Context: an optimization exercise on an open-source flow, tuned for small area and a short achievable clock period. The choices shown serve that exercise and are no tape-out recipe. In this exercise RTL edits were held to simulation tests only and were not proved equivalent to the original. No activity file was given, so power comes from the tool's default toggle rates.

== build 55 ==
## circuit
module circuit (
  output [47:0] p,
  input  [17:0] a, b, d,
  input  [47:0] c,
  input  clk, rstn);
  reg [18:0] s_r;
  reg [17:0] a_r;
  reg [36:0] cn_r;
  reg [10:0] ch_r, ch_r1;
  reg v0, v1, v2;
  reg [10:0] ch_r2;
  reg [47:0] p_r;
  reg t_r_0_0;
  reg t_r_0_1;
  reg t_r_1_0;
  reg t_r_2_0;
  reg t_r_3_0;
  reg t_r_4_0;
  reg t_r_4_1;
  reg t_r_4_2;
  reg t_r_5_0;
  reg t_r_5_1;
  reg t_r_6_0;
  reg t_r_6_1;
  reg t_r_7_0;
  reg t_r_7_1;
  reg t_r_7_2;
  reg t_r_7_3;
  reg t_r_8_0;
  reg t_r_8_1;
  reg t_r_8_2;
  reg t_r_9_0;
  reg t_r_9_1;
  reg t_r_9_2;
  reg t_r_10_0;
  reg t_r_10_1;
  reg t_r_10_2;
  reg t_r_10_3;
  reg t_r_10_4;
  reg t_r_11_0;
  reg t_r_11_1;
  reg t_r_11_2;
  reg t_r_11_3;
  reg t_r_12_0;
  reg t_r_12_1;
  reg t_r_12_2;
  reg t_r_12_3;
  reg t_r_13_0;
  reg t_r_13_1;
  reg t_r_13_2;
  reg t_r_13_3;
  reg t_r_14_0;
  reg t_r_14_1;
  reg t_r_14_2;
  reg t_r_14_3;
  reg t_r_14_4;
  reg t_r_14_5;
  reg t_r_15_0;
  reg t_r_15_1;
  reg t_r_15_2;
  reg t_r_15_3;
  reg t_r_15_4;
  reg t_r_16_0;
  reg t_r_16_1;
  reg t_r_16_2;
  reg t_r_16_3;
  reg t_r_16_4;
  reg t_r_17_0;
  reg t_r_17_1;
  reg t_r_17_2;
  reg t_r_17_3;
  reg t_r_17_4;
  reg t_r_17_5;
  reg t_r_18_0;
  reg t_r_18_1;
  reg t_r_18_2;
  reg t_r_18_3;
  reg t_r_18_4;
  reg t_r_18_5;
  reg t_r_19_0;
  reg t_r_19_1;
  reg t_r_19_2;
  reg t_r_19_3;
  reg t_r_19_4;
  reg t_r_19_5;
  reg t_r_20_0;
  reg t_r_20_1;
  reg t_r_20_2;
  reg t_r_20_3;
  reg t_r_20_4;
  reg t_r_20_5;
  reg t_r_21_0;
  reg t_r_21_1;
  reg t_r_21_2;
  reg t_r_21_3;
  reg t_r_21_4;
  reg t_r_21_5;
  reg t_r_22_0;
  reg t_r_22_1;
  reg t_r_22_2;
  reg t_r_22_3;
  reg t_r_22_4;
  reg t_r_22_5;
  reg t_r_23_0;
  reg t_r_23_1;
  reg t_r_23_2;
  reg t_r_23_3;
  reg t_r_23_4;
  reg t_r_23_5;
  reg t_r_24_0;
  reg t_r_24_1;
  reg t_r_24_2;
  reg t_r_24_3;
  reg t_r_25_0;
  reg t_r_25_1;
  reg t_r_25_2;
  reg t_r_25_3;
  reg t_r_25_4;
  reg t_r_26_0;
  reg t_r_26_1;
  reg t_r_26_2;
  reg t_r_26_3;
  reg t_r_26_4;
  reg t_r_27_0;
  reg t_r_27_1;
  reg t_r_27_2;
  reg t_r_28_0;
  reg t_r_28_1;
  reg t_r_28_2;
  reg t_r_28_3;
  reg t_r_29_0;
  reg t_r_29_1;
  reg t_r_29_2;
  reg t_r_29_3;
  reg t_r_30_0;
  reg t_r_30_1;
  reg t_r_30_2;
  reg t_r_30_3;
  reg t_r_31_0;
  reg t_r_31_1;
  reg t_r_32_0;
  reg t_r_32_1;
  reg t_r_32_2;
  ...
export LEC_CHECK = 0
export CAP_MARGIN = 20
export CORE_MARGIN = 2
export CORE_UTILIZATION = 65
export CTS_CLUSTER_DIAMETER = 80
export CTS_CLUSTER_SIZE = 25
export SETUP_SLACK_MARGIN = 4.65
export SLEW_MARGIN = 20
export SYNTH_HIERARCHICAL = 1
create_clock -name core_clock -period 7.0 [get_ports {clk}]
standard.sh (not shown) runs the stock make flow with config.mk's settings and CLKGATE_MAP_FILE= SYNTH_SCRIPT=/design/flow/synth_recipe.tcl, a recipe that flattens the netlist after the stock synthesis.
==> flow/flow/run.sh <==
#!/bin/bash
# Standard layout, with the port buffers made of buf_2 cells instead of the default delay buffer.
set -euo pipefail
export BUFFER_PORTS_ARGS="-buffer_cell sky130_fd_sc_hd__buf_2"
bash standard.sh > standard.log 2>&1
Every stage of the flow completed for build 55, and the final layout passed the timing, design-rule and antenna checks.
Here is what was changed in the inputs of build 8 compared with build 55.
- a change of CORE_UTILIZATION from 65 to 70
- a change of SETUP_SLACK_MARGIN from 4.65 to 4.6
Notes after the runs:
End point of the critical path: p[23] -> build 55, p[24] -> build 8
Max count of plain and timing-repair buffers across build 55 and build 8: build 55
Delta (build 8 minus build 55): cell area fell by 1.4%; critical path buffer and inverter count roughly the same; power after layout lost 110 uW.
Looking only at internal power component, and setting everything else aside, the higher value of build 55 and build 8 goes to build 55.

==> static timing again, ports no longer ideal <==
No port has a modelled driver above. Below, the same layouts with a new extraction and two added sets of constraints.
Step 1, drivers: a clkbuf_16 drives clk and a buf_2 each remaining input, both assumed.
Step 2 times the ports against the registers' clock, not the clock port: input delays grow and output delays shrink by t, the midpoint of the rising clock arrivals with the driver on.
Three values: ideal, step 1, step 2; two values: the first two.
run | t, ns | setup slack, ns | clock arrival spread, ns | pins driven straight from the clock port
build 55 | 0.577 | 4.619 / 4.569 / 4.261 | 0.019 / 0.019 | 1
build 8 | 0.581 | 4.606 / 4.556 / 4.263 | 0.035 / 0.036 | 1
After both steps every run listed still meets setup and hold. For build 55, which loses most, drivers alone change the setup slack by -0.050 ns; drivers and shift together by -0.358 ns.
